Context: an optimization exercise on an open-source flow, tuned for small area. The choices shown serve that exercise and are no tape-out recipe.
The RTL was checked by simulation tests, not by an equivalence proof against the original design.
Power figures rest on the tool's default switching activity, not on a simulated workload.

### flow/run.sh
#!/bin/bash
# synth_recipe.tcl (not shown) runs the flow's synth.tcl, then flattens the netlist and writes it again
# the make line also repeats each setting of config.mk as NAME=value (left out here)
make -C /OpenROAD-flow-scripts/flow DESIGN_CONFIG=/design/flow/config.mk WORK_HOME=/design/flow/orfs CLKGATE_MAP_FILE= SYNTH_SCRIPT=/design/flow/synth_recipe.tcl finish
### flow/config.mk
export PLATFORM = sky130hd
export DESIGN_NAME = UART_SYS
export DESIGN_NICKNAME = UART_SYS
export VERILOG_FILES = /design/flow/design.v
export SDC_FILE = /design/flow/constraint.sdc
export NUM_CORES = 4
export LEC_CHECK = 0
export ABC_AREA = 1
export CAP_MARGIN = 20
export CORE_MARGIN = 2
export CORE_UTILIZATION = 40
export CTS_BUF_LIST = sky130_fd_sc_hd__clkbuf_8
export CTS_CLUSTER_SIZE = 20
export SLEW_MARGIN = 20
### flow/constraint.sdc
create_clock -name core_clock -period 32.0 [get_ports {CLK}]
set_input_delay 6.4000 -clock core_clock [delete_from_list [all_inputs] [get_ports {CLK}]]
set_output_delay 6.4000 -clock core_clock [all_outputs]
set_load 0.01 [all_outputs]
### flow/design.v
module UART_SYS
(
 input   wire                          CLK,
 input   wire                          RST_N,
 input   wire                          UART_RX_IN,
 output  wire                          UART_TX_O,
 output  reg                           parity_error,
 output  reg                           framing_error
);
reg  [6:0]  pos;
wire        tick = &pos[3:0];
wire        wrap = &pos;
reg         clr;             
always @(posedge CLK or negedge RST_N)
  if (!RST_N) begin
    pos <= 7'd32;
    clr <= 1'b1;
  end else begin
    pos <= wrap ? 7'd32 : pos + 7'd1;
    if (wrap) clr <= 1'b0;
  end
reg        act;              
reg  [3:0] bc;               
reg  [7:0] rxd;
reg        rpar;
wire       rxv  = tick && act && (bc == 4'd10) && UART_RX_IN && !parity_error;
always @(posedge CLK or negedge RST_N)
  if (!RST_N) begin
    act <= 1'b0;
    parity_error  <= 1'b0;
    framing_error <= 1'b0;
  end else if (tick) begin
    if (!act) begin
      if (!UART_RX_IN) act <= 1'b1;
    end else begin
      if (bc == 4'd9) parity_error <= rpar ^ UART_RX_IN;
      if (bc == 4'd10) begin
        framing_error <= !UART_RX_IN;
        act <= 1'b0;
      end
    end
  end
always @(posedge CLK)
  if (tick) begin
    if (!act) begin
      bc   <= 4'd1;
      rpar <= 1'b0;
    end else begin
      bc <= bc + 4'd1;
      if (bc <= 4'd8) begin
        rxd  <= {UART_RX_IN, rxd[7:1]};
        rpar <= rpar ^ UART_RX_IN;
      end
    end
  end
localparam [2:0] S_IDLE = 3'd0, S_AA1 = 3'd1, S_AA2 = 3'd2, S_BB1 = 3'd3,
                 S_CC1  = 3'd4, S_CC2 = 3'd5, S_FN  = 3'd6;
localparam [2:0] E_IDLE = 3'd0, E_WR = 3'd1, E_RD = 3'd2, E_ALU = 3'd3,
                 E_BB = 3'd4;
reg  [2:0]  ps;
reg  [2:0]  es;
reg  [3:0]  arg;
reg  [7:0]  ra, rb;           
reg  [15:0] P;
reg  [3:0]  tb;               
reg         req, hi, tpar;
reg         c, z;
reg  [95:0] ring;
wire [7:0]  H = P[15:8];
wire [7:0]  L = P[7:0];
wire [3:0]  fn = rxd[3:0];
wire        do_wr  = rxv && ps == S_AA2;               
wire        do_rd  = rxv && ps == S_BB1;               
wire        do_alu = rxv && ps == S_FN;                
wire        ringst = es == E_WR || es == E_RD;
wire        xfer   = ringst && pos[6:3] == arg;
always @(posedge CLK or negedge RST_N)
  if (!RST_N)
    ps <= S_IDLE;
  else if (rxv)
    case (ps)
      S_IDLE: ps <= (rxd == 8'hAA) ? S_AA1 :
                    (rxd == 8'hBB) ? S_BB1 :
                    (rxd == 8'hCC) ? S_CC1 :
                    (rxd == 8'hDD) ? S_FN  : S_IDLE;
      S_AA1:  ps <= S_AA2;
      S_CC1:  ps <= S_CC2;
      S_CC2:  ps <= S_FN;
      default: ps <= S_IDLE;
    endcase
always @(posedge CLK) begin
  if (rxv && (ps == S_AA1 || ps == S_BB1 || ps == S_FN))
    arg <= fn;
  if (clr || (rxv && (ps == S_CC1 || (ps == S_AA2 && arg == 4'd0))))
    ra <= clr ? 8'd0 : rxd;
  if (clr || (rxv && (ps == S_CC2 || (ps == S_AA2 && arg == 4'd1))))
    rb <= clr ? 8'd0 : rxd;
end
wire        alust = es == E_ALU;
wire        bbst  = es == E_BB;
wire        mulst = alust && arg == 4'd2;
wire        divst = alust && arg == 4'd3;
wire        last7 = pos[2:0] == 3'd7;
wire [7:0]  ax = divst ? {H[6:0], L[7]} : H;
wire [7:0]  ay = divst ? ~rb : (mulst && L[0]) ? ra : 8'd0;
wire [8:0]  asum = {1'b0, ax} + {1'b0, ay} + {8'd0, divst};
wire [7:0]  s  = asum[7:0];
wire        co = asum[8];
wire        bnz = |rb;
wire        ge = (H[7] | co) & bnz;            
wire        sa  = H[0];
wire        sb  = L[0];
wire        sbx = (arg == 4'd0) ? sb : !sb;           
wire        cn  = (arg == 4'd14) ? sa : ((sa & sbx) | (sa & c) | (sbx & c));
wire        zn  = z & !(sa ^ sb);
reg         fb;
always @(*)
  if (bbst)
    case (arg[1:0])
      2'd0: fb = sa;
      2'd1: fb = sb;
      2'd2: fb = pos[2:0] == 3'd0 || pos[2:0] == 3'd6;    
      default: fb = pos[2:0] == 3'd4;                    
    endcase
  else
    case (arg)
      4'd0, 4'd1: fb = sa ^ sbx ^ c;
      4'd4:  fb = sa & sb;
      4'd5:  fb = sa | sb;
      4'd6:  fb = !(sa & sb);
      4'd7:  fb = !(sa | sb);
      4'd8:  fb = sa ^ sb;
      4'd9:  fb = !(sa ^ sb);
      4'd13: fb = H[1];
      4'd14: fb = c;
      default: fb = 1'b0;
    endcase
reg  [7:0]  hip;         
always @(*)
  case (arg)
    4'd0, 4'd14: hip = {7'd0, cn};
    4'd1:        hip = {8{!cn}};
    4'd6, 4'd7, 4'd9: hip = 8'hFF;
    default:     hip = 8'h00;
  endcase
wire        txdata = (tb >= 4'd2) && (tb <= 4'd9);
wire        txnext = tick && (tb == 4'd0 || tb == 4'd11);
always @(posedge CLK or negedge RST_N)
  if (!RST_N) begin
    es  <= E_IDLE;
    req <= 1'b0;
    hi  <= 1'b0;
  end else begin
    if (txnext) begin
      if (req)     req <= 1'b0;
      else if (hi) hi  <= 1'b0;
    end
    if (do_wr && arg[3:2] != 2'b00) es <= E_WR;
    if (do_rd) es <= (fn[3:2] != 2'b00) ? E_RD : E_BB;
    if (do_alu) es <= E_ALU;
    if ((xfer || bbst || alust) && last7) begin
      es  <= E_IDLE;
      if (es != E_WR) req <= 1'b1;
      if (alust)      hi  <= 1'b1;
    end
  end
always @(posedge CLK)
  if (do_alu || do_rd) begin
    c <= (fn == 4'd0 || fn == 4'd14) ? 1'b0 : 1'b1;
    z <= 1'b1;
  end else begin
    c <= cn;
    z <= zn;
  end
wire        serst = bbst || (alust && !mulst);         
wire        alul  = alust && last7;                    
wire        lin   = xfer ? ring[0] : serst ? fb : s[0];
wire        cx    = alul && arg == 4'd11 && cn && !zn;
wire        cy    = alul && ((arg == 4'd10 && zn) || (arg == 4'd12 && !cn));
always @(posedge CLK) begin
  if (do_wr)
    P[7:0] <= rxd;
  else if (do_alu || do_rd)
    P <= {(fn[3:1] == 3'd1) ? 8'd0 : ra, (fn == 4'd3) ? ra : rb};
  else if (divst) begin
    P[15:8] <= last7 ? 8'd0 : ge ? s : ax;
    P[7:0]  <= {L[6:0], ge};
  end else if (serst || mulst || xfer || (tick && txdata)) begin
    P[15:8] <= {co, s[7:1]} | (alul ? hip : 8'd0);
    P[7:0]  <= {lin, L[7:3], L[2] | cx | cy & arg[2], L[1] | cy};
  end
end
always @(posedge CLK)
  ring <= {clr ? 1'b0 : (xfer && es == E_WR) ? L[0] : ring[0], ring[95:1]};
always @(posedge CLK or negedge RST_N)
  if (!RST_N)
    tb <= 4'd0;
  else if (tick) begin
    if (tb == 4'd0 || tb == 4'd11)
      tb <= (req || hi) ? 4'd1 : 4'd0;
    else
      tb <= tb + 4'd1;
  end
always @(posedge CLK)
  if (tick) begin
    if (tb == 4'd1) tpar <= 1'b0;
    else if (txdata) tpar <= tpar ^ P[0];
  end
assign UART_TX_O = (tb == 4'd1) ? 1'b0 :
                   txdata       ? P[0] :
                   (tb == 4'd10) ? tpar : 1'b1;
endmodule
==> impl_metrics.csv, run 1 <==
group,metric,value,unit
power_and_ir_drop,leakagePower,3.26,nW
hold_path,worstHoldStart,"ring[64]",
cells_and_area,layout_common_cells,"133 x nand2_1, 104 x inv_1, 98 x dfxtp_1, 64 x nor2_1, 50 x edfxtp_1",
global_route,grt_max_degree,28,
clock_tree,cts_resized,0,
timing,relSlewSlack,0.314,
worst_setup_path,rr_startpoint,"arg[2]",
floorplan,start_util,0.410,
route,antenna_left,0,
cells_and_area,diodes,0,
cells_and_area,drive_above_1_share,0.0573,
worst_setup_path,cp-start-kind,"flop",
timing,fmax,112,MHz
route,vias_per_cell,5.01,
worst_setup_path,critPathKind,"flop to primary output",
clock_tree,clock_sinks,171,
floorplan,ioPinCount,6,
worst_setup_path,cp-end-kind,"primary output",
floorplan,die_h,134,um
cells_and_area,fin_util,0.450,
timing,fin_crit,8.96,ns
global_route,antenna_found_initial,0,
clock_tree,cts_buffers,17,
logic_synthesis,synth_warnings,1,
route,drc,0,
timing,setup_slack,23.04,ns
clock_tree,clock_latency,0.45,ns
power_and_ir_drop,power_density,49.7,nW/um^2
power_and_ir_drop,ir_worst_vdd,0.0419,mV
global_route,grt_pass1_vias,4571,
clock_tree,htreeDepth,4,
route,wl_per_cell,14.1,um
timing,slew_violations,0,
worst_setup_path,required,25.60,ns
timing,worst_pin_slew,1.03,ns
route,dr.pass1.iters,5,
worst_setup_path,crit_arrival,2.56,ns
clock_tree,ctsHoldBuffers,0,
logic_synthesis,synthCells,726,
timing,setup_viol,0,
hold_path,holdCritPathClass,"flop to flop",
floorplan,coreArea,16600,um^2
clock_tree,clk_pin_slew_worst_paths,0.09,ns
logic_synthesis,synthDistinctLibCells,42,
power_and_ir_drop,power,0.371,mW
timing,finClkSkew,0.0143,ns
floorplan,rows,47,
global_route,grt.total_usage,0.158,
clock_tree,postCtsSetupRepairBufs,0,
route,first_iter_violations,421,
placement,placed_cell_area,7060,um^2
job,drv_cap,0,
timing,rsz0062_at_grt,"false",
route,routed-via-count,4855,
timing,finalHoldViolCount,0,
route,wl,13700,um
floorplan,die-area,18100,um^2
global_route,grt_pass1_wl,22500,um
clock_tree,root_buffer,"clkbuf_8",
clock_tree,cts_buffer_depth,2,
global_route,grt.overflow.total,0,
cells_and_area,fin_area,7460,um^2
worst_setup_path,worst-path-max-fanout,4,
timing,fin_tns_setup,0,ns
floorplan,die_w,134,um
logic_synthesis,syn_nets,753,
logic_synthesis,yosysSeqAreaShare,0.594,
placement,dpl.hpwl,9950,um
clock_tree,cts_tree,"built",
placement,pre_cts_ws,23.05,ns
timing,fin_crit_sh,0.280,
worst_setup_path,critPathLaunch,"tb[1]",
cells_and_area,area.growth.synth_to_final,9.60,%
placement,port-buffer-count,5,
status,status,"complete, no violations",
logic_synthesis,synth_area_per_cell,9.37,um^2
cells_and_area,fin_nets,764,
logic_synthesis,syn_area,6810,um^2
logic_synthesis,ys_ff_latch,171,
placement,gp_congestion,0.913,
cells_and_area,final_common_cell,"nand2_1",
==> cell families after synthesis <==
group,share of synthesized area
and+or+nand+nor,0.173
xor gates and xnor gates,0.0103
adders and majority gates,0.0474
buffers and inverters,0.0671
DFF,0.594
AOI/OAI and AO/OA,0.109
==> area by class of cell <==
class	instances	area (um^2)
clock buffer	19	262
clock inverter	13	133
fill	1624	9130
inverter	104	390
multi-input combinational	438	2310
sequential	171	4040
tap	220	275
timing repair buffer	5	45.0
==> final timing paths <==
path,end,slack (ns),depth (start not counted)
min in group asynchronous,act,5.92,1
worst max-delay path,UART_TX_O,23.04,9
max in group asynchronous,pos[5],25.70,1
worst min register to register,ring[63],0.33,0
worst max register to register,P[14],27.39,14
worst min-delay path,ring[63],0.33,0
==> metal layers <==
metal | vias to the layer above | global-route usage | wire length [um]
met5 | - | 0 | 0
met4 | 0 | 0.0480 | 177
met3 | 15 | 0.0393 | 708
met2 | 136 | 0.253 | 6380
met1 | 2285 | 0.214 | 6440
li1 | 2419 | - | -
==> metrics by stage <==
step / cells / hold WS (ns)
2_1_floorplan: 726 / 0.310
3_3_place_gp: 938 / 0.312
3_5_place_dp: 938 / 0.312
4_1_cts: 970 / 0.329
5_1_grt: 970 / 0.328
6_report: 970 / 0.326
==> cell usage after synthesis (all sizes together) <==
| library cell | instances | area, um^2 |
|---|---|---|
| o21a | 8 | 60.1 |
| nand2 | 133 | 499 |
| nand4 | 10 | 68.8 |
| nor3b | 1 | 7.51 |
| edfxtp | 50 | 1500 |
| o21ai | 58 | 298 |
| a22oi | 1 | 7.51 |
| nor4 | 5 | 31.3 |
| or2 | 1 | 6.26 |
| fa | 3 | 60.1 |
| clkbuf | 6 | 22.5 |
| a21oi | 46 | 230 |
| a32oi | 1 | 8.76 |
| nor3 | 8 | 51.3 |
| nand3 | 44 | 225 |
| a31oi | 2 | 12.5 |
| and3 | 1 | 6.26 |
| inv | 102 | 383 |
| dfxtp | 98 | 1960 |
| o22ai | 11 | 68.8 |
| o31ai | 1 | 7.51 |
| ha | 21 | 263 |
| clkinv | 2 | 7.51 |
| xor2 | 3 | 26.3 |
| dfrtp | 21 | 526 |
| a211oi | 2 | 15.0 |
| o211ai | 3 | 22.5 |
| o221ai | 1 | 8.76 |
| nand3b | 2 | 15.0 |
| dfstp | 2 | 52.6 |
| nor2 | 67 | 264 |
| xnor2 | 5 | 43.8 |
| buf | 7 | 43.8 |
==> worst max-delay path, cell delays in order (launching register included) <==
cell	delay, ns
dfrtp_1	0.43
inv_1	0.12
ha_1	0.17
inv_1	0.05
nand2_1	0.05
a21oi_1	0.06
a31oi_1	0.37
nor4_1	0.08
a211oi_1	0.21
clkdlybuf4s50_1	0.58
==> state kept, by name, summed over array words and instances, names as in the netlist, 3 cells and up <==
register	count
es	3
pos	7
ra	8
P	16
bc	4
rxd	8
tb	4
ps	3
arg	4
ring	96
rb	8
==> report_power, final <==
group / switching [mW] / internal, mW
registers: 0.000311 / 0.222
logic: 0.00122 / 0.000486
clock network: 0.0788 / 0.0682
==> run 2: changes to the inputs <==
--- a/flow/config.mk
+++ b/flow/config.mk
@@ -12,3 +12,4 @@
 export CTS_BUF_LIST = sky130_fd_sc_hd__clkbuf_8
-export CTS_CLUSTER_SIZE = 20
+export CTS_CLUSTER_DIAMETER = 80
+export CTS_CLUSTER_SIZE = 30
 export SLEW_MARGIN = 20
==> run 2 against run 1 <==
Against the previous run: still clean; core utilization unchanged; register-to-register slack about the same; sequential share of layout area unchanged; design area unchanged; critical path depth unchanged; clock skew unchanged; first-iteration DRC count unchanged; sequential power about the same; via count unchanged; maximum frequency unchanged; cell count unchanged; non-clock buffer count unchanged; critical path type unchanged; largest power group unchanged; highest routed layer unchanged.
==> impl_metrics.csv, run 2 <==
group,metric,value,unit
floorplan,die_w,134,um
timing,whs,0.326,ns
logic_synthesis,synthCells,726,
cells_and_area,final_common_cell,"nand2_1",
worst_setup_path,cp-end-kind,"primary output",
worst_setup_path,required,25.60,ns
timing,slew_violations,0,
cells_and_area,diodes,0,
placement,placed_cell_area,7060,um^2
route,wl,13700,um
route,antenna_left,0,
logic_synthesis,syn_nets,753,
cells_and_area,fin_util,0.450,
worst_setup_path,slowest_delay,0.58,ns
route,wl_per_cell,14.1,um
timing,finalHoldViolCount,0,
placement,dpl.hpwl,9950,um
global_route,grt.total_usage,0.158,
clock_tree,cts_resized,0,
logic_synthesis,synth_top_cell_by_area,"dfxtp_1",
logic_synthesis,syn_area,6810,um^2
timing,setup_viol,0,
placement,gp_congestion,0.913,
logic_synthesis,synth_top_flop_cell,"dfxtp_1",
job,drv_cap,0,
floorplan,die-area,18100,um^2
cells_and_area,area.growth.synth_to_final,9.60,%
cells_and_area,fin_area,7460,um^2
floorplan,coreArea,16600,um^2
worst_setup_path,rr_startpoint,"arg[2]",
cells_and_area,top_regs,"ring: 96 flops, P: 16 flops",
worst_setup_path,slowest_stage,"clkdlybuf4s50_1",
logic_synthesis,synth-edff-count,50,
status,status,"complete, no violations",
cells_and_area,drive_above_1_share,0.0573,
timing,fin_crit_sh,0.280,
floorplan,ioPinCount,6,
logic_synthesis,synth_top_cell_area_share,0.288,
route,first_iter_violations,421,
clock_tree,htreeDepth,4,
timing,relSlewSlack,0.314,
worst_setup_path,critPathLaunch,"tb[1]",
timing,worst_pin_slew,1.03,ns
global_route,grt.overflow.total,0,
timing,fin_tns_setup,0,ns
cells_and_area,top_register,"ring",
placement,port-buffer-count,5,
worst_setup_path,crit_arrival,2.56,ns
clock_tree,postCtsSetupRepairBufs,0,
worst_setup_path,worst-path-max-fanout,4,
worst_setup_path,timing.critical_path.mode_cell,"inv_1",
worst_setup_path,crit_family,"buffers and inverters",
route,vias_per_cell,5.01,
clock_tree,clock_sinks,171,
logic_synthesis,synthDistinctLibCells,42,
cells_and_area,instances_no_fill,970,
worst_setup_path,path_cells,"inv_1 -> ha_1 -> inv_1 -> nand2_1 -> a21oi_1 -> a31oi_1 -> nor4_1 -> a211oi_1 -> clkdlybuf4s50_1",
cells_and_area,fin_nets,764,
logic_synthesis,synthArstFlopShare,0.135,
timing,fin_crit,8.96,ns
global_route,grt_pass1_wl,22500,um
logic_synthesis,yosysMostFrequentCell,"nand2_1",
logic_synthesis,yosysSeqAreaShare,0.594,
placement,place_inst,938,
global_route,antenna_found_initial,0,
timing,rsz0062_at_grt,"false",
clock_tree,cts_buffer_depth,2,
clock_tree,cts_buffers,17,
clock_tree,cts_tree,"built",
timing,setup_slack,23.04,ns
clock_tree,ctsHoldBuffers,0,
clock_tree,clk_pin_slew_worst_paths,0.09,ns
timing,fmax,112,MHz
cells_and_area,fill_cells,1624,
worst_setup_path,cp_num_buf_inv,3,
timing,finClkSkew,0.0143,ns
logic_synthesis,synth_area_per_cell,9.37,um^2
route,routed-via-count,4855,
floorplan,rows,47,
logic_synthesis,synth_warnings,1,
route,dr.pass1.iters,5,
power_and_ir_drop,power_density,49.7,nW/um^2
floorplan,start_util,0.410,
power_and_ir_drop,ir_worst_vdd,0.0419,mV
route,drc,0,
global_route,grt_pass1_vias,4571,
clock_tree,clock_latency,0.45,ns
power_and_ir_drop,power,0.371,mW
worst_setup_path,cp-start-kind,"flop",
hold_path,worstHoldStart,"ring[64]",
logic_synthesis,ys_ff_latch,171,
clock_tree,root_buffer,"clkbuf_8",
power_and_ir_drop,leakagePower,3.26,nW
cells_and_area,largest_reg_flops,96,
floorplan,die_h,134,um
global_route,grt_max_degree,28,
hold_path,holdCritPathClass,"flop to flop",
logic_synthesis,synth_commonest_cells,"133 x nand2_1, 102 x inv_1, 98 x dfxtp_1",
placement,pre_cts_ws,23.05,ns
logic_synthesis,synth.area.top_cells,"dfxtp_1 29%, edfxtp_1 22%, dfrtp_1 7.7%",
worst_setup_path,critPathKind,"flop to primary output",
cells_and_area,layout_common_cells,"133 x nand2_1, 104 x inv_1, 98 x dfxtp_1, 64 x nor2_1, 50 x edfxtp_1",
==> run 2: cell counts after synthesis <==
Identical to the previous run, type by type.
==> run 2: path summary, 6_finish.rpt <==
path                              to  slack, ns  cells after the start
setup reg to reg               P[14]      27.39                     14
min in group asynchronous        act       5.92                      1
hold / removal              ring[63]       0.33                      0
hold reg to reg             ring[63]       0.33                      0
max in group asynchronous     pos[5]      25.70                      1
setup / recovery           UART_TX_O      23.04                      9
==> run 2: kinds of logic (layout without fill, tap and decap cells) <==
family	Yosys count	in the layout	share of synthesized area
and+or+nand+nor	272	272	0.173
adders and majority gates	24	24	0.0474
xor gates and xnor gates	8	8	0.0103
buffers and inverters	117	141	0.0671
AOI/OAI and AO/OA	134	134	0.109
DFF	171	171	0.594
==> run 2: cell type report <==
class                   count  area [um^2]  area share
well taps                 220          275      0.0369
repair buffers              5         45.0     0.00604
clock inverters            13          133      0.0178
flip-flops and latches    171         4040       0.542
inverters                 104          390      0.0523
multi-input cells         438         2310       0.310
clock buffers              19          262      0.0351
==> run 2: metal layers <==
| layer | wire length (um) | vias up | global-route usage |
|---|---|---|---|
| met5 | 0 | - | 0 |
| met4 | 177 | 0 | 0.0480 |
| met3 | 708 | 15 | 0.0393 |
| met2 | 6380 | 136 | 0.253 |
| met1 | 6440 | 2285 | 0.214 |
| li1 | - | 2419 | - |
==> run 2: power breakdown <==
part	switching [mW]	internal, mW
registers	0.000311	0.222
clock network	0.0788	0.0682
logic	0.00122	0.000486
==> run 3: changes to the inputs <==
--- a/flow/config.mk
+++ b/flow/config.mk
@@ -11,5 +11,3 @@
 export CORE_UTILIZATION = 40
-export CTS_BUF_LIST = sky130_fd_sc_hd__clkbuf_8
-export CTS_CLUSTER_DIAMETER = 80
-export CTS_CLUSTER_SIZE = 30
+export CTS_BUF_LIST = sky130_fd_sc_hd__clkbuf_4 sky130_fd_sc_hd__clkbuf_8
 export SLEW_MARGIN = 20
==> run 3 against run 2 <==
Against the previous run: non-clock buffer count is the same; first-iteration DRC count grew 11%; hold slack is essentially flat; register-to-register slack is essentially flat; die area is the same; count of clock-buffer cells in the layout grew 2; global-route usage is essentially flat; sequential share of layout area shrank 0.055 points; clock skew shrank 0.00062 ns; cell count is the same; setup slack lost 0.0015 ns; wire length shrank 0.13%.
==> impl_metrics.csv, run 3 <==
group,metric,value,unit
route,routed-via-count,4875,
worst_setup_path,r2r_slack,27.39,ns
timing,finalHoldViolCount,0,
clock_tree,cts_resized,0,
route,dr.pass1.iters,6,
logic_synthesis,synth.area.top_cells,"dfxtp_1 29%, edfxtp_1 22%, dfrtp_1 7.7%",
power_and_ir_drop,clkPwrFrac,0.399,
clock_tree,cts_tree,"built",
cells_and_area,largest_reg_flops,96,
clock_tree,cts_buffers,17,
timing,rsz0062_at_grt,"false",
logic_synthesis,synth_top_cell_area_share,0.288,
placement,dpl.hpwl,9950,um
logic_synthesis,synthCells,726,
hold_path,hold_end,"ring[63]",
clock_tree,postCtsSetupRepairBufs,0,
cells_and_area,layout_common_cells,"133 x nand2_1, 102 x inv_1, 98 x dfxtp_1, 64 x nor2_1, 50 x edfxtp_1",
hold_path,whs_path_depth,0,
hold_path,worstHoldStart,"ring[64]",
worst_setup_path,cp-end-kind,"primary output",
timing,fmax,112,MHz
logic_synthesis,synth_top_cell_by_area,"dfxtp_1",
logic_synthesis,yosysSeqAreaShare,0.594,
job,drv_cap,0,
power_and_ir_drop,p_int,0.293,mW
floorplan,ioPinCount,6,
worst_setup_path,critPathKind,"flop to primary output",
logic_synthesis,syn_area,6810,um^2
power_and_ir_drop,p_switching,0.0799,mW
logic_synthesis,ys_ff_latch,171,
cells_and_area,fin_nets,764,
global_route,grt.total_usage,0.158,
timing,relSlewSlack,0.312,
worst_setup_path,worst-path-max-fanout,4,
timing,fin_crit,8.96,ns
worst_setup_path,slowest_delay,0.58,ns
logic_synthesis,synth_warnings,1,
route,wl,13700,um
worst_setup_path,rr_startpoint,"arg[2]",
power_and_ir_drop,leakagePower,3.25,nW
worst_setup_path,cp-start-kind,"flop",
clock_tree,ctsHoldBuffers,0,
cells_and_area,final_common_cell,"nand2_1",
route,first_iter_violations,466,
clock_tree,clock_latency,0.44,ns
floorplan,coreArea,16600,um^2
route,vias_per_cell,5.03,
logic_synthesis,synthDistinctLibCells,42,
global_route,grt.overflow.total,0,
route,antenna_left,0,
power_and_ir_drop,pwr-share-seq,0.596,
cells_and_area,top_register,"ring",
hold_path,holdCritPathClass,"flop to flop",
worst_setup_path,timing.critical_path.mode_cell,"inv_1",
cells_and_area,drive_above_1_share,0.0600,
worst_setup_path,rr_worst_depth,14,
global_route,grt_max_degree,28,
worst_setup_path,worst_r2r_endpoint,"P[14]",
timing,finClkSkew,0.0137,ns
route,drc,0,
floorplan,die-area,18100,um^2
floorplan,die_h,134,um
floorplan,die_w,134,um
power_and_ir_drop,power,0.373,mW
logic_synthesis,synth-edff-count,50,
global_route,grt_pass1_vias,4568,
placement,port-buffer-count,5,
worst_setup_path,path_cells,"inv_1 -> ha_1 -> inv_1 -> nand2_1 -> a21oi_1 -> a31oi_1 -> nor4_1 -> a211oi_1 -> clkdlybuf4s50_1",
status,status,"complete, no violations",
clock_tree,cts_buffer_depth,2,
cells_and_area,diodes,0,
worst_setup_path,crit_arrival,2.56,ns
timing,worst_pin_slew,1.03,ns
logic_synthesis,synth_top_flop_cell,"dfxtp_1",
clock_tree,clock_sinks,171,
clock_tree,clk_pin_slew_worst_paths,0.09,ns
logic_synthesis,synth_area_per_cell,9.37,um^2
placement,gp_congestion,0.913,
power_and_ir_drop,p_sw_frac,0.214,
logic_synthesis,syn_nets,753,
logic_synthesis,synth_commonest_cells,"133 x nand2_1, 102 x inv_1, 98 x dfxtp_1",
power_and_ir_drop,power_density,50.0,nW/um^2
timing,fin_crit_sh,0.280,
logic_synthesis,yosysMostFrequentCell,"nand2_1",
worst_setup_path,required,25.60,ns
clock_tree,root_buffer,"clkbuf_8",
floorplan,rows,47,
timing,fin_tns_setup,0,ns
global_route,grt_pass1_wl,22500,um
cells_and_area,top_regs,"ring: 96 flops, P: 16 flops",
logic_synthesis,synthArstFlopShare,0.135,
timing,slew_violations,0,
timing,setup_viol,0,
clock_tree,htreeDepth,4,
floorplan,start_util,0.410,
cells_and_area,area.growth.synth_to_final,9.71,%
route,wl_per_cell,14.1,um
worst_setup_path,slowest_stage,"clkdlybuf4s50_1",
power_and_ir_drop,ir_worst_vdd,0.0419,mV
global_route,antenna_found_initial,0,
power_and_ir_drop,power_frac_comb,0.005,
run 3: cell counts after synthesis:
Identical to the previous run, type by type.
run 3: stage by stage:
step / utilization / std cells / hold WS [ns] / instance area, um^2 / worst slack [ns]
2_1_floorplan: - / 726 / 0.310 / 6810 / 24.05
3_3_place_gp: 0.426 / 938 / 0.312 / 7060 / 23.13
3_5_place_dp: 0.426 / 938 / 0.312 / 7060 / 23.05
4_1_cts: 0.450 / 970 / 0.329 / 7470 / 22.99
5_1_grt: 0.450 / 970 / 0.324 / 7470 / 22.85
6_report: 0.450 / 970 / 0.326 / 7470 / 23.04
run 3: final cells by class:
type | count | area, um^2
Clock buffer | 21 | 277
Clock inverter | 11 | 125
Fill cell | 1621 | 9120
Inverter | 104 | 390
Multi-Input combinational cell | 438 | 2310
Sequential cell | 171 | 4040
Tap cell | 220 | 275
Timing Repair Buffer | 5 | 45.0
run 3: logic make-up after synthesis:
family / synth area share
flops: 0.594
simple gates: 0.173
compound gates: 0.109
xor+xnor: 0.0103
buf+inv: 0.0671
fa+ha+maj: 0.0474
run 3: how the worst max path moves through the flow:
stage / to / cells after the start / from / slack, ns
global route: UART_TX_O / 9 / tb[1] / 22.85
global placement: P[12] / 7 / UART_RX_IN / 23.13
floorplan: rb[0] / 5 / UART_RX_IN / 24.05
finish: UART_TX_O / 9 / tb[1] / 23.04
detailed placement: rb[5] / 5 / UART_RX_IN / 23.05
CTS: UART_TX_O / 9 / tb[1] / 22.99
run 3: layer usage:
metal  vias to the layer above  track usage  wire length (um)
met5                         -            0                 0
met4                         0       0.0480               162
met3                        14       0.0393               748
met2                       147        0.253              6370
met1                      2300        0.214              6410
li1                       2414            -                 -
run 3: worst max-delay path: cells and delay by family (launching register included):
family,cells,cell delay (ns)
compound gates,3,0.64
fa+ha+maj,1,0.17
buf+inv,3,0.75
flops,1,0.43
simple gates,2,0.13
run 3: power by group through the flow:
stage	Clock, mW	Sequential, mW	Combinational (mW)
final	0.149	0.222	0.00170
after global routing	0.162	0.222	0.00199
after CTS	0.153	0.222	0.00182
after detailed placement	0	0.227	0.00181
after global placement	0	0.227	0.00175
after floorplan	0	0.227	0.000703
==> run 4: changes to the inputs <==
--- a/flow/design.v
+++ b/flow/design.v
@@ -12,2 +12,3 @@
 wire        wrap = &pos;
+wire        last7 = pos[2:0] == 3'd7;
 reg         clr;             
@@ -55,8 +56,7 @@
   end
-localparam [2:0] S_IDLE = 3'd0, S_AA1 = 3'd1, S_AA2 = 3'd2, S_BB1 = 3'd3,
-                 S_CC1  = 3'd4, S_CC2 = 3'd5, S_FN  = 3'd6;
-localparam [2:0] E_IDLE = 3'd0, E_WR = 3'd1, E_RD = 3'd2, E_ALU = 3'd3,
-                 E_BB = 3'd4;
-reg  [2:0]  ps;
-reg  [2:0]  es;
+localparam [3:0] S_IDLE = 4'd0, S_AA1 = 4'd1, S_AA2 = 4'd2, S_BB1 = 4'd3,
+                 S_CC1  = 4'd4, S_CC2 = 4'd5, S_FN  = 4'd6,
+                 E_WR   = 4'd8, E_RD  = 4'd9, E_ALU = 4'd10, E_BB = 4'd11;
+reg  [3:0]  ps;
+wire [3:0]  es = ps;
 reg  [3:0]  arg;
@@ -86,8 +86,13 @@
       S_AA1:  ps <= S_AA2;
+      S_AA2:  ps <= (arg[3:2] != 2'b00) ? E_WR : S_IDLE;
+      S_BB1:  ps <= (fn[3:2] != 2'b00) ? E_RD : E_BB;
       S_CC1:  ps <= S_CC2;
       S_CC2:  ps <= S_FN;
+      S_FN:   ps <= E_ALU;
       default: ps <= S_IDLE;
     endcase
+  else if (last7 && (ps[3:1] == 3'b101 || (ps[3:1] == 3'b100 && xfer)))
+    ps <= S_IDLE;
 always @(posedge CLK) begin
-  if (rxv && (ps == S_AA1 || ps == S_BB1 || ps == S_FN))
+  if (rxv && ps != S_AA2)
     arg <= fn;
@@ -102,3 +107,2 @@
 wire        divst = alust && arg == 4'd3;
-wire        last7 = pos[2:0] == 3'd7;
 wire [7:0]  ax = divst ? {H[6:0], L[7]} : H;
@@ -149,3 +153,2 @@
   if (!RST_N) begin
-    es  <= E_IDLE;
     req <= 1'b0;
@@ -157,7 +160,3 @@
     end
-    if (do_wr && arg[3:2] != 2'b00) es <= E_WR;
-    if (do_rd) es <= (fn[3:2] != 2'b00) ? E_RD : E_BB;
-    if (do_alu) es <= E_ALU;
     if ((xfer || bbst || alust) && last7) begin
-      es  <= E_IDLE;
       if (es != E_WR) req <= 1'b1;
==> flow/flow/run.sh (new file) <==
#!/bin/bash
# Standard layout, with clock tree synthesis told not to add dummy loads.
set -euo pipefail
bash standard.sh "CTS_ARGS=-sink_clustering_enable -repair_clock_nets -sink_clustering_size 30 -sink_clustering_max_diameter 200 -buf_list sky130_fd_sc_hd__clkbuf_8 -dont_use_dummy_load" finish > orfs_flow.log 2>&1
==> flow/standard.sh (new file) <==
#!/bin/bash
# synth_recipe.tcl (not shown) runs the flow's synth.tcl, then flattens the netlist and writes it again
# the make line also repeats each setting of config.mk as NAME=value (left out here)
make -C /OpenROAD-flow-scripts/flow DESIGN_CONFIG=/design/flow/config.mk WORK_HOME=/design/flow/orfs CLKGATE_MAP_FILE= SYNTH_SCRIPT=/design/flow/synth_recipe.tcl "${@:-finish}"
--- a/flow/config.mk
+++ b/flow/config.mk
@@ -11,3 +11,3 @@
 export CORE_UTILIZATION = 40
-export CTS_BUF_LIST = sky130_fd_sc_hd__clkbuf_4 sky130_fd_sc_hd__clkbuf_8
+export CTS_BUF_LIST = sky130_fd_sc_hd__clkbuf_8
 export SLEW_MARGIN = 20
removed: flow/run.sh
==> run 4 against run 3 <==
Against the previous run: design area fell by 2.4%; synthesized cell count fell by 0.28%; clock skew rose by 0.011 ns; maximum frequency rose by 1.5%; sequential power barely moved; setup slack improved by 0.13 ns; non-clock buffer count did not move; sequential share of layout area rose by 0.64 points; count of clock-buffer cells in the layout fell by 4; cell count fell by 1.4%; via count fell by 3.2%; clock power fell by 26%.
==> impl_metrics.csv, run 4 <==
group,metric,value,unit
floorplan,ioPinCount,6,
timing,worst_pin_slew,1.09,ns
route,first_iter_violations,304,
clock_tree,clock_sinks,169,
logic_synthesis,synth-edff-count,50,
power_and_ir_drop,ir_worst_vdd,0.0422,mV
clock_tree,clk_pin_slew_worst_paths,0.08,ns
cells_and_area,fill_cells,1621,
floorplan,start_util,0.410,
clock_tree,cts_resized,0,
logic_synthesis,synth_area_per_cell,9.38,um^2
cells_and_area,instances_no_fill,956,
floorplan,die_w,134,um
placement,place_inst,939,
cells_and_area,area.growth.synth_to_final,7.30,%
logic_synthesis,synth_top_cell_area_share,0.289,
clock_tree,ctsHoldBuffers,0,
floorplan,die-area,18000,um^2
route,wl_per_cell,13.8,um
timing,rsz0062_at_grt,"false",
logic_synthesis,synth_top_cell_by_area,"dfxtp_1",
logic_synthesis,yosysMostFrequentCell,"nand2_1",
cells_and_area,layout_common_cells,"164 x nand2_1, 98 x dfxtp_1, 79 x inv_1, 64 x nor2_1, 50 x edfxtp_1",
global_route,use_met2,0.246,
timing,fin_crit,8.83,ns
power_and_ir_drop,leakagePower,3.22,nW
logic_synthesis,ys_ff_latch,169,
cells_and_area,top_register,"ring",
logic_synthesis,synth_warnings,1,
floorplan,die_h,134,um
timing,setup_viol,0,
global_route,grt_pass1_vias,4548,
route,dr.pass1.iters,5,
power_and_ir_drop,p_switching,0.0639,mW
route,wl,13200,um
cells_and_area,top_regs,"ring: 96 flops, P: 16 flops",
power_and_ir_drop,p_int,0.267,mW
timing,fmax,113,MHz
route,antenna_left,0,
route,routed-via-count,4719,
worst_setup_path,worst-path-max-fanout,5,
cells_and_area,final_common_cell,"nand2_1",
logic_synthesis,synthArstFlopShare,0.124,
logic_synthesis,syn_nets,751,
route,vias_per_cell,4.94,
timing,setup_slack,23.17,ns
power_and_ir_drop,clkPwrFrac,0.332,
worst_setup_path,cp-start-kind,"flop",
logic_synthesis,synthCells,724,
placement,dpl.hpwl,9700,um
global_route,grt.total_usage,0.159,
hold_path,holdCritPathClass,"flop to flop",
power_and_ir_drop,pwr-share-seq,0.664,
worst_setup_path,cp-end-kind,"primary output",
global_route,grt.overflow.total,0,
placement,port-buffer-count,5,
global_route,met1_usage,0.220,
power_and_ir_drop,p_sw_frac,0.193,
route,drc,0,
global_route,antenna_found_initial,0,
clock_tree,root_buffer,"clkbuf_8",
worst_setup_path,crit_arrival,2.43,ns
worst_setup_path,critPathKind,"flop to primary output",
job,drv_cap,0,
logic_synthesis,synth_commonest_cells,"164 x nand2_1, 98 x dfxtp_1, 79 x inv_1",
cells_and_area,fin_nets,765,
cells_and_area,diodes,0,
global_route,grt_pass1_wl,22700,um
clock_tree,clock_latency,0.44,ns
timing,fin_crit_sh,0.276,
placement,pre_cts_ws,22.99,ns
cells_and_area,largest_reg_flops,96,
clock_tree,postCtsSetupRepairBufs,0,
status,status,"complete, no violations",
power_and_ir_drop,power_density,45.4,nW/um^2
clock_tree,cts_buffers,17,
timing,relSlewSlack,0.264,
logic_synthesis,synth.area.top_cells,"dfxtp_1 29%, edfxtp_1 22%, nand2_1 9.1%",
logic_synthesis,syn_area,6790,um^2
power_and_ir_drop,power,0.331,mW
clock_tree,cts_buffer_depth,2,
floorplan,rows,47,
timing,slew_violations,0,
cells_and_area,drive_above_1_share,0.0761,
placement,gp_congestion,0.884,
global_route,met3_usage,0.0370,
clock_tree,htreeDepth,4,
power_and_ir_drop,power_frac_comb,0.004,
timing,finClkSkew,0.0246,ns
global_route,grt_max_degree,38,
worst_setup_path,required,25.60,ns
timing,finalHoldViolCount,0,
logic_synthesis,synth_top_flop_cell,"dfxtp_1",
global_route,grt_busiest_layer,"met2",
timing,fin_tns_setup,0,ns
logic_synthesis,yosysSeqAreaShare,0.588,
clock_tree,cts_tree,"built",
logic_synthesis,synthDistinctLibCells,45,
floorplan,coreArea,16600,um^2
## run 4: cell types whose count changed after synthesis, sizes merged, moves of 4 or more
| cell | delta |
|---|---|
| o22ai | -4 |
| nand2 | +38 |
| nand3 | +5 |
| inv | -12 |
| a21oi | -23 |
| o21ai | -13 |
| clkbuf | -4 |
| nor3 | +6 |
| nor2 | +7 |
## run 4: cell type report
type                            count  area, um^2  area share
Sequential cell                   169        3990       0.548
Multi-Input combinational cell    454        2400       0.329
Inverter                           91         342      0.0469
Tap cell                          220         275      0.0378
Clock buffer                       17         234      0.0321
Timing Repair Buffer                5        45.0     0.00618
## run 4: cell families (layout without fill, tap and decap cells)
logic type / after synthesis / in the layout / share of synthesized area
buffers and inverters: 101 / 113 / 0.0597
DFF: 169 / 169 / 0.588
AOI/OAI and AO/OA: 90 / 90 / 0.0750
adders and majority gates: 24 / 24 / 0.0475
and+or+nand+nor: 329 / 329 / 0.216
xor gates and xnor gates: 11 / 11 / 0.0142
## run 4: metal layers
| metal | share of wire | vias up |
|---|---|---|
| met5 | 0 | - |
| li1 | - | 2373 |
| met4 | 0.013 | 0 |
| met1 | 0.49 | 2234 |
| met3 | 0.043 | 14 |
| met2 | 0.46 | 98 |
## run 4: path summary, 6_finish.rpt
| check | start | endpoint | slack (ns) | cells after the start |
|---|---|---|---|---|
| min in group asynchronous | RST_N | parity_error | 5.91 | 1 |
| setup / recovery | tb[0] | UART_TX_O | 23.17 | 6 |
| hold / removal | ring[13] | ring[12] | 0.31 | 0 |
| max in group asynchronous | RST_N | clr | 25.72 | 1 |
| hold reg to reg | ring[13] | ring[12] | 0.31 | 0 |
| setup reg to reg | arg[2] | P[9] | 28.19 | 14 |
## run 4: worst max-delay path, stage by stage (launching register included)
cell	delay, ns
dfrtp_1	0.41
inv_1	0.09
ha_1	0.21
o31ai_1	0.43
o21ai_0	0.16
a31oi_1	0.15
clkdlybuf4s50_1	0.56
## run 4: metrics by stage
stage / util / hold slack (ns) / instance area (um^2)
after floorplan: - / 0.310 / 6790
after global placement: 0.425 / 0.311 / 7050
after detailed placement: 0.425 / 0.312 / 7050
after CTS: 0.439 / 0.309 / 7290
after global routing: 0.439 / 0.311 / 7290
final: 0.439 / 0.306 / 7290
## run 4: power by group through the flow
| stage | sequential (mW) | clock, mW | combinational (mW) |
|---|---|---|---|
| after floorplan | 0.224 | 0 | 0.000346 |
| after global placement | 0.224 | 0 | 0.00130 |
| after detailed placement | 0.224 | 0 | 0.00135 |
| after CTS | 0.220 | 0.113 | 0.00135 |
| after global routing | 0.220 | 0.122 | 0.00146 |
| final | 0.220 | 0.110 | 0.00122 |
==> run 5: changes to the inputs <==
==> flow/flow/run.sh (replaced) <==
#!/bin/bash
# Standard layout, with clock tree synthesis told not to add dummy loads.
set -euo pipefail
bash standard.sh "CTS_ARGS=-sink_clustering_enable -repair_clock_nets -buf_list sky130_fd_sc_hd__clkbuf_8 -dont_use_dummy_load" finish > orfs_flow.log 2>&1
--- a/flow/config.mk
+++ b/flow/config.mk
@@ -7,3 +7,2 @@
 export LEC_CHECK = 0
-export ABC_AREA = 1
 export CAP_MARGIN = 20
==> run 5 against run 4 <==
Against the previous run: still clean; design area is 1.4% lower; synthesized cell count decreased by 17%; sequential share of layout area rose by 0.78 points; wire length shrank 2.0%; core utilization fell by 0.62 points; critical path type unchanged; highest routed layer unchanged.
==> impl_metrics.csv, run 5 <==
group,metric,value,unit
logic_synthesis,synthXorXnorAreaFrac,0.0285,
job,drv_cap,0,
logic_synthesis,synth_area_per_cell,11.3,um^2
clock_tree,cts_resized,0,
clock_tree,cts_buffer_depth,2,
logic_synthesis,yosysSeqAreaShare,0.590,
route,highest_layer,"met4",
timing,fin_crit,8.84,ns
route,dr_wl_met2,6130,um
logic_synthesis,synth_top_cell_by_area,"dfxtp_1",
power_and_ir_drop,ir_worst_vdd,0.0374,mV
timing,whs,0.314,ns
cells_and_area,area.growth.synth_to_final,6.23,%
route,drc,0,
logic_synthesis,synth_top_family_by_area,"simple AND/OR/NAND/NOR gates",
logic_synthesis,synthArstFlopShare,0.124,
clock_tree,cts_buffers,17,
route,vias_per_cell,5.20,
clock_tree,root_buffer,"clkbuf_8",
logic_synthesis,synth_top_cell_area_share,0.290,
placement,gp_congestion,0.852,
worst_setup_path,critPathKind,"flop to primary output",
timing,slew_violations,0,
worst_setup_path,crit_arrival,2.44,ns
route,dr.pass1.iters,5,
placement,dpl.hpwl,8960,um
clock_tree,clock_sinks,169,
floorplan,start_util,0.408,
worst_setup_path,slowest_stage,"clkdlybuf4s50_1",
clock_tree,ctsHoldBuffers,0,
logic_synthesis,synthDistinctLibCells,72,
floorplan,rows,47,
power_and_ir_drop,power_density,46.1,nW/um^2
worst_setup_path,worst-path-max-fanout,6,
global_route,grt_pass1_wl,22000,um
floorplan,ioPinCount,6,
route,wl_per_cell,15.8,um
global_route,grt_max_degree,31,
logic_synthesis,yosys.area_share.simple,0.150,
floorplan,die_w,134,um
cells_and_area,diodes,0,
timing,finalHoldViolCount,0,
worst_setup_path,crit_family,"compound AO/OA/AOI/OAI gates",
cells_and_area,fin_area,7180,um^2
logic_synthesis,synth_commonest_cells,"98 x dfxtp_1, 69 x nand2_1, 50 x edfxtp_1",
worst_setup_path,required,25.60,ns
floorplan,coreArea,16600,um^2
route,first_iter_violations,353,
cells_and_area,largest_reg_flops,96,
worst_setup_path,path_cells,"inv_1 -> ha_1 -> o41ai_1 -> o22a_1 -> clkdlybuf4s50_1",
global_route,grt.total_usage,0.157,
logic_synthesis,ys_ff_latch,169,
logic_synthesis,synth-edff-count,50,
logic_synthesis,synth_top_flop_cell,"dfxtp_1",
logic_synthesis,synthCells,598,
clock_tree,cts_tree,"built",
logic_synthesis,synth_mux_area_frac,0.0340,
worst_setup_path,slowest_delay,0.53,ns
logic_synthesis,synth_warnings,1,
timing,fmax,113,MHz
logic_synthesis,synth_compound_area_frac,0.117,
logic_synthesis,yosysMostFrequentCell,"dfxtp_1",
clock_tree,clock_latency,0.43,ns
timing,setup_viol,0,
global_route,grt_pass1_vias,4334,
logic_synthesis,yosys.area_share.adder,0.0477,
floorplan,die-area,18000,um^2
cells_and_area,top_regs,"ring: 96 flops, P: 16 flops",
cells_and_area,drive_above_1_share,0.0738,
cells_and_area,fill_cells,1594,
timing,rsz0062_at_grt,"false",
timing,worst_pin_slew,0.824,ns
power_and_ir_drop,leakagePower,2.72,nW
cells_and_area,layout_common_cells,"98 x dfxtp_1, 69 x nand2_1, 50 x edfxtp_1, 44 x o21ai_0, 33 x nor2_1",
placement,port-buffer-count,5,
route,wl_met1,6240,um
global_route,antenna_found_initial,0,
worst_setup_path,cp-start-kind,"flop",
cells_and_area,top_register,"ring",
cells_and_area,fin_nets,625,
hold_path,holdCritPathClass,"flop to flop",
logic_synthesis,syn_area,6760,um^2
route,routed-via-count,4247,
route,antenna_left,0,
logic_synthesis,synth.area.top_cells,"dfxtp_1 29%, edfxtp_1 22%, dfrtp_1 7.0%",
clock_tree,postCtsSetupRepairBufs,0,
worst_setup_path,cp_num_buf_inv,2,
clock_tree,htreeDepth,4,
clock_tree,clk_pin_slew_worst_paths,0.07,ns
worst_setup_path,cp-end-kind,"primary output",
floorplan,die_h,134,um
global_route,grt.overflow.total,0,
route,wl_met3,427,um
timing,relSlewSlack,0.451,
route,wl,12900,um
timing,fin_crit_sh,0.276,
cells_and_area,multi_input_area,2550,um^2
placement,placed_cell_area,6960,um^2
cells_and_area,regArea,3990,um^2
cells_and_area,final_common_cell,"dfxtp_1",
timing,finClkSkew,0.0287,ns
logic_synthesis,syn_nets,625,
timing,fin_tns_setup,0,ns
status,status,"complete, no violations",
## run 5: final timing paths
| path | start | end | slack [ns] | cells after the start |
|---|---|---|---|---|
| hold / removal | ring[32] | ring[31] | 0.31 | 0 |
| max in group asynchronous | RST_N | clr | 25.68 | 1 |
| setup reg to reg | arg[0] | P[13] | 27.28 | 11 |
| hold reg to reg | ring[32] | ring[31] | 0.31 | 0 |
| min in group asynchronous | RST_N | parity_error | 5.92 | 1 |
| setup / recovery | tb[0] | UART_TX_O | 23.16 | 5 |
## run 5: cells by family after synthesis
group,Yosys count
AOI/OAI and AO/OA,121
xor gates and xnor gates,22
adders and majority gates,24
buffers and inverters,48
DFF,169
muxes,22
and+or+nand+nor,192
## run 5: cell type report
cell class                      instances  share of cell area
Multi-Input combinational cell        381               0.355
Tap cell                              220              0.0383
Clock buffer                           17              0.0326
Inverter                               24              0.0125
Sequential cell                       169               0.556
Timing Repair Buffer                    5             0.00627
## run 5: power by group
group	internal (mW)	switching, mW
Combinational	0.000628	0.000924
Clock	0.0470	0.0625
Sequential	0.220	0.000176
Total	0.267	0.0636
## run 5: metrics by stage
stage / util / std cells / power [mW] / setup WS, ns
2_1_floorplan: - / 598 / 0.225 / 23.98
3_3_place_gp: 0.419 / 799 / 0.226 / 23.11
3_5_place_dp: 0.419 / 799 / 0.226 / 22.99
4_1_cts: 0.434 / 816 / 0.335 / 23.15
5_1_grt: 0.433 / 816 / 0.345 / 22.97
6_report: 0.433 / 816 / 0.331 / 23.16
## run 5: worst reg2reg max path: cells and delay by family, from the launching register on
kind / cells / cell delay [ns]
compound gates: 4 / 1.25
fa+ha+maj: 2 / 0.88
buf+inv: 1 / 0.40
flops: 1 / 0.86
simple gates: 4 / 1.07
## run 5: metal layers
layer | vias up | GRT usage
met3 | 10 | 0.0457
li1 | 2101 | -
met5 | - | 0
met1 | 2052 | 0.206
met2 | 84 | 0.253
met4 | 0 | 0.0462
==> run 6: changes to the inputs <==
--- a/flow/config.mk
+++ b/flow/config.mk
@@ -9,3 +9,3 @@
 export CORE_MARGIN = 2
-export CORE_UTILIZATION = 40
+export CORE_UTILIZATION = 70
 export CTS_BUF_LIST = sky130_fd_sc_hd__clkbuf_8
==> run 6 against run 5 <==
Against the previous run: synthesized cell count is the same; non-clock buffer count grew 1; wire length grew 2.9%; sequential cell count is the same.
==> impl_metrics.csv, run 6 <==
group,metric,value,unit
clock_tree,cts_resized,0,
logic_synthesis,ys_ff_latch,169,
floorplan,die_h,102,um
power_and_ir_drop,leakagePower,2.73,nW
global_route,grt.overflow.total,0,
placement,port-buffer-count,5,
logic_synthesis,synth-edff-count,50,
global_route,grt_pass1_wl,21700,um
timing,finalHoldViolCount,0,
logic_synthesis,syn_area,6760,um^2
logic_synthesis,synth.area.top_cells,"dfxtp_1 29%, edfxtp_1 22%, dfrtp_1 7.0%",
logic_synthesis,synthCells,598,
logic_synthesis,synth_top_flop_cell,"dfxtp_1",
worst_setup_path,crit_arrival,2.45,ns
timing,slew_violations,0,
power_and_ir_drop,power_frac_comb,0.005,
power_and_ir_drop,p_sw_frac,0.189,
route,wl,13300,um
timing,rsz0062_at_grt,"false",
logic_synthesis,synthDistinctLibCells,72,
timing,finClkSkew,0.0394,ns
cells_and_area,area.growth.synth_to_final,4.74,%
floorplan,start_util,0.725,
route,drc,0,
logic_synthesis,synth_area_per_cell,11.3,um^2
floorplan,die_w,102,um
worst_setup_path,cp-end-kind,"primary output",
clock_tree,clock_sinks,169,
power_and_ir_drop,ir_worst_vdd,0.0590,mV
power_and_ir_drop,power,0.330,mW
logic_synthesis,synthArstFlopShare,0.124,
cells_and_area,fin_area,7080,um^2
route,routed-via-count,4412,
clock_tree,htreeDepth,4,
timing,fin_crit,8.85,ns
placement,placed_cell_area,6850,um^2
clock_tree,postCtsSetupRepairBufs,0,
worst_setup_path,critPathKind,"flop to primary output",
global_route,antenna_found_initial,0,
logic_synthesis,synthXorXnorAreaFrac,0.0285,
cells_and_area,top_register,"ring",
global_route,grt_pass1_vias,4271,
logic_synthesis,synth_top_family_by_area,"simple AND/OR/NAND/NOR gates",
timing,relSlewSlack,0.352,
floorplan,ioPinCount,6,
clock_tree,clock_latency,0.44,ns
cells_and_area,drive_above_1_share,0.0737,
logic_synthesis,yosys.area_share.simple,0.150,
timing,worst_pin_slew,0.969,ns
logic_synthesis,synth_warnings,1,
floorplan,rows,35,
worst_setup_path,worst-path-max-fanout,6,
clock_tree,clk_pin_slew_worst_paths,0.09,ns
logic_synthesis,synth_top_cell_by_area,"dfxtp_1",
clock_tree,cts_buffers,17,
logic_synthesis,syn_nets,625,
placement,dpl.hpwl,9380,um
clock_tree,ctsHoldBuffers,0,
clock_tree,root_buffer,"clkbuf_8",
hold_path,holdCritPathClass,"flop to flop",
power_and_ir_drop,clkPwrFrac,0.328,
power_and_ir_drop,p_int,0.267,mW
logic_synthesis,yosysSeqAreaShare,0.590,
cells_and_area,layout_common_cells,"98 x dfxtp_1, 69 x nand2_1, 50 x edfxtp_1, 44 x o21ai_0, 33 x nor2_1",
global_route,grt_max_degree,31,
worst_setup_path,cp-start-kind,"flop",
floorplan,coreArea,9330,um^2
route,vias_per_cell,6.08,
logic_synthesis,synth_commonest_cells,"98 x dfxtp_1, 69 x nand2_1, 50 x edfxtp_1",
route,first_iter_violations,337,
route,dr.pass1.iters,5,
logic_synthesis,synth_mux_area_frac,0.0340,
clock_tree,cts_tree,"built",
logic_synthesis,yosys.area_share.adder,0.0477,
status,status,"complete, no violations",
cells_and_area,diodes,0,
cells_and_area,fin_nets,626,
floorplan,die-area,10500,um^2
power_and_ir_drop,power_density,46.5,nW/um^2
logic_synthesis,synth_top_cell_area_share,0.290,
worst_setup_path,required,25.60,ns
job,drv_cap,0,
clock_tree,cts_buffer_depth,2,
placement,gp_congestion,0.942,
timing,fin_tns_setup,0,ns
timing,setup_viol,0,
timing,fin_crit_sh,0.277,
cells_and_area,largest_reg_flops,96,
cells_and_area,top_regs,"ring: 96 flops, P: 16 flops",
cells_and_area,final_common_cell,"dfxtp_1",
route,wl_per_cell,18.3,um
power_and_ir_drop,pwr-share-seq,0.667,
logic_synthesis,synth_compound_area_frac,0.117,
timing,fmax,113,MHz
power_and_ir_drop,p_switching,0.0624,mW
route,antenna_left,0,
global_route,grt.total_usage,0.277,
logic_synthesis,yosysMostFrequentCell,"dfxtp_1",
run 6: cell counts after synthesis:
Identical to the previous run, type by type.
run 6: cell type report:
| cell class | count | area (um^2) |
|---|---|---|
| Clock buffer | 17 | 234 |
| Fill cell | 636 | 2240 |
| Inverter | 24 | 90.1 |
| Multi-Input combinational cell | 381 | 2550 |
| Sequential cell | 169 | 3990 |
| Tap cell | 129 | 161 |
| Timing Repair Buffer | 6 | 57.6 |
run 6: cells by family after synthesis:
kind of cell / count (synthesis)
XOR/XNOR: 22
AO/OA/AOI/OAI: 121
buffers and inverters: 48
flip-flops: 169
multiplexers: 22
AND/OR/NAND/NOR: 192
adder cells (fa/ha/maj): 24
run 6: metal layers:
| metal | vias to the layer above | track usage | wire (um) |
|---|---|---|---|
| met4 | 0 | 0.114 | 413 |
| li1 | 2105 | - | - |
| met3 | 38 | 0.0616 | 760 |
| met2 | 153 | 0.427 | 6140 |
| met1 | 2116 | 0.385 | 5970 |
| met5 | - | 0 | 0 |
run 6: worst paths after layout:
check                          from   endpoint  slack, ns  cells after the start
max                           tb[0]  UART_TX_O      23.15                      5
min                        ring[38]   ring[37]       0.30                      0
max reg2reg                   ps[0]      P[13]      27.26                     12
min reg2reg                ring[38]   ring[37]       0.30                      0
max in group asynchronous     RST_N        req      24.89                      1
min in group asynchronous     RST_N     pos[6]       6.49                      1
run 6: power by group through the flow:
| stage | Combinational, mW | Sequential (mW) | Clock (mW) |
|---|---|---|---|
| after global placement | 0.00158 | 0.225 | 0 |
| after detailed placement | 0.00167 | 0.225 | 0 |
| after floorplan | 0.000382 | 0.225 | 0 |
| after CTS | 0.00169 | 0.220 | 0.110 |
| after global routing | 0.00185 | 0.220 | 0.117 |
| final | 0.00166 | 0.220 | 0.108 |
run 6: metrics by stage:
step	setup WS [ns]	utilization	hold WS, ns	cells
detailed placement	23.00	0.734	0.313	709
global route	22.97	0.759	0.309	726
floorplan	23.98	-	0.310	598
CTS	23.13	0.759	0.301	726
global placement	23.18	0.734	0.310	709
finish	23.15	0.759	0.297	726
run 6: worst max-delay path: stages (launching register included):
cell,delay (ns)
dfrtp_1,0.44
inv_1,0.11
ha_1,0.23
o41ai_1,0.49
o22a_1,0.22
clkdlybuf4s50_1,0.53
==> run 7: changes to the inputs <==
--- a/flow/config.mk
+++ b/flow/config.mk
@@ -7,5 +7,6 @@
 export LEC_CHECK = 0
+export ABC_AREA = 1
 export CAP_MARGIN = 20
 export CORE_MARGIN = 2
-export CORE_UTILIZATION = 70
+export CORE_UTILIZATION = 40
 export CTS_BUF_LIST = sky130_fd_sc_hd__clkbuf_8
==> run 7 against run 6 <==
Against the previous run: critical endpoint unchanged; maximum frequency increased by 0.24%; sequential power about the same; still clean; first-iteration DRC count shrank 9.8%; clock skew decreased by 0.015 ns; largest cell class unchanged; via count increased by 7.0%; sequential share of layout area is 1.6 points lower.
==> impl_metrics.csv, run 7 <==
group,metric,value,unit
status,status,"complete, no violations",
route,wl,13200,um
route,wl_met3,564,um
logic_synthesis,synth_commonest_cells,"164 x nand2_1, 98 x dfxtp_1, 79 x inv_1",
placement,dpl.hpwl,9700,um
timing,setup_viol,0,
route,dr_wl_met2,6030,um
timing,fin_crit,8.83,ns
clock_tree,clock_sinks,169,
floorplan,die_w,134,um
worst_setup_path,cp_num_buf_inv,2,
placement,gp_congestion,0.884,
timing,fin_crit_sh,0.276,
hold_path,holdCritPathClass,"flop to flop",
timing,worst_pin_slew,1.09,ns
logic_synthesis,synthArstFlopShare,0.124,
power_and_ir_drop,power_density,45.4,nW/um^2
worst_setup_path,worst-path-max-fanout,5,
cells_and_area,top_regs,"ring: 96 flops, P: 16 flops",
logic_synthesis,yosysMostFrequentCell,"nand2_1",
global_route,grt.total_usage,0.159,
worst_setup_path,path_cells,"inv_1 -> ha_1 -> o31ai_1 -> o21ai_0 -> a31oi_1 -> clkdlybuf4s50_1",
floorplan,die-area,18000,um^2
route,wl_met1,6410,um
logic_synthesis,synth-edff-count,50,
global_route,grt.overflow.total,0,
worst_setup_path,slowest_stage,"clkdlybuf4s50_1",
logic_synthesis,synth_warnings,1,
timing,rsz0062_at_grt,"false",
cells_and_area,fin_nets,765,
worst_setup_path,crit_arrival,2.43,ns
worst_setup_path,cp-start-kind,"flop",
logic_synthesis,synthCells,724,
clock_tree,cts_buffer_depth,2,
route,antenna_left,0,
logic_synthesis,synth.area.top_cells,"dfxtp_1 29%, edfxtp_1 22%, nand2_1 9.1%",
cells_and_area,top_register,"ring",
logic_synthesis,ys_ff_latch,169,
floorplan,rows,47,
logic_synthesis,syn_area,6790,um^2
timing,fmax,113,MHz
power_and_ir_drop,ir_worst_vdd,0.0422,mV
global_route,grt_pass1_vias,4548,
floorplan,die_h,134,um
global_route,antenna_found_initial,0,
clock_tree,cts_buffers,17,
timing,finalHoldViolCount,0,
clock_tree,root_buffer,"clkbuf_8",
clock_tree,cts_tree,"built",
clock_tree,clock_latency,0.44,ns
job,drv_cap,0,
route,highest_layer,"met4",
logic_synthesis,syn_nets,751,
route,wl_per_cell,13.8,um
clock_tree,ctsHoldBuffers,0,
floorplan,start_util,0.410,
cells_and_area,area.growth.synth_to_final,7.30,%
logic_synthesis,synth_top_flop_cell,"dfxtp_1",
cells_and_area,fin_util,0.439,
timing,slew_violations,0,
clock_tree,postCtsSetupRepairBufs,0,
cells_and_area,largest_reg_flops,96,
floorplan,coreArea,16600,um^2
logic_synthesis,synth_top_cell_area_share,0.289,
clock_tree,htreeDepth,4,
floorplan,ioPinCount,6,
timing,relSlewSlack,0.264,
logic_synthesis,yosysSeqAreaShare,0.588,
timing,whs,0.306,ns
global_route,grt_max_degree,38,
worst_setup_path,slowest_delay,0.56,ns
route,vias_per_cell,4.94,
cells_and_area,final_common_cell,"nand2_1",
power_and_ir_drop,power,0.331,mW
cells_and_area,drive_above_1_share,0.0761,
logic_synthesis,synth_top_cell_by_area,"dfxtp_1",
placement,port-buffer-count,5,
worst_setup_path,crit_family,"compound AO/OA/AOI/OAI gates",
timing,finClkSkew,0.0246,ns
cells_and_area,layout_common_cells,"164 x nand2_1, 98 x dfxtp_1, 79 x inv_1, 64 x nor2_1, 50 x edfxtp_1",
worst_setup_path,cp-end-kind,"primary output",
route,drc,0,
worst_setup_path,critPathKind,"flop to primary output",
power_and_ir_drop,leakagePower,3.22,nW
clock_tree,clk_pin_slew_worst_paths,0.08,ns
route,dr.pass1.iters,5,
worst_setup_path,r2r_slack,28.19,ns
logic_synthesis,synthDistinctLibCells,45,
route,routed-via-count,4719,
logic_synthesis,synth_area_per_cell,9.38,um^2
clock_tree,cts_resized,0,
worst_setup_path,required,25.60,ns
route,first_iter_violations,304,
cells_and_area,diodes,0,
cells_and_area,fill_cells,1621,
timing,fin_tns_setup,0,ns
global_route,grt_pass1_wl,22700,um
[run 7: cell type report]
class | instances | area (um^2) | share of cell area
flip-flops and latches | 169 | 3990 | 0.548
multi-input cells | 454 | 2400 | 0.329
inverters | 91 | 342 | 0.0469
well taps | 220 | 275 | 0.0378
clock buffers | 17 | 234 | 0.0321
repair buffers | 5 | 45.0 | 0.00618
[run 7: where the power goes]
group	switching (mW)	internal [mW]	leakage [nW]	total, mW
Sequential	0.0000963	0.219	1.54	0.220
Clock	0.0629	0.0470	0.122	0.110
Combinational	0.000896	0.000326	1.56	0.00122
Total	0.0639	0.267	3.22	0.331
[run 7: cell families after synthesis]
logic type	synth area share
xor gates and xnor gates	0.0142
DFF	0.588
buffers and inverters	0.0597
and+or+nand+nor	0.216
AOI/OAI and AO/OA	0.0750
adders and majority gates	0.0475
[run 7: per-stage QoR]
step / instance area, um^2 / instances / setup slack [ns]
finish: 7290 / 956 / 23.17
CTS: 7290 / 956 / 23.14
detailed placement: 7050 / 939 / 22.99
floorplan: 6790 / 724 / 24.08
global placement: 7050 / 939 / 23.06
global route: 7290 / 956 / 22.92
[run 7: worst paths after layout]
path | start | end | depth (start not counted)
worst min register to register | ring[13] | ring[12] | 0
max in group asynchronous | RST_N | clr | 1
min in group asynchronous | RST_N | parity_error | 1
worst max-delay path | tb[0] | UART_TX_O | 6
worst max register to register | arg[2] | P[9] | 14
worst min-delay path | ring[13] | ring[12] | 0
[run 7: routing by layer]
metal / up-vias / track usage
met4: 0 / 0.0526
li1: 2373 / -
met1: 2234 / 0.220
met3: 14 / 0.0370
met5: - / 0
met2: 98 / 0.246

static timing again, ports no longer ideal:
The flow's constraints put no driver on any port. The routed layouts listed below were extracted and timed again, unchanged, in two steps.
Step 1 (the two cells are an assumption about what drives the block):
set clk [get_ports {CLK}]
set_driving_cell -lib_cell sky130_fd_sc_hd__clkbuf_16 $clk
set_driving_cell -lib_cell sky130_fd_sc_hd__buf_2 [delete_from_list [all_inputs] $clk]
Step 2 also shifts input and output timing later by t, the mid clock arrival at the registers, as if the neighbouring blocks saw the same clock.
Slacks: no drivers / after step 1 / after step 2; pairs: no drivers / after step 1.
run | t (ns) | slack for setup (ns) | worst data-port slew with drivers (ns)
run 1 | 0.477 | 23.039 / 23.003 / 23.031 | 0.03
run 2 | 0.477 | 23.039 / 23.003 / 23.031 | 0.03
run 3 | 0.473 | 23.038 / 23.001 / 23.028 | 0.03
run 4 | 0.461 | 23.168 / 23.135 / 22.981 | 0.03
run 5 | 0.452 | 23.164 / 23.129 / 22.957 | 0.03
run 6 | 0.461 | 23.147 / 23.114 / 22.854 | 0.03
run 7 | 0.461 | 23.168 / 23.135 / 22.981 | 0.03
After both steps every run listed still meets setup and hold. The setup slack of run 6, which loses most, moves by -0.033 ns with the drivers and by -0.293 ns with both steps.
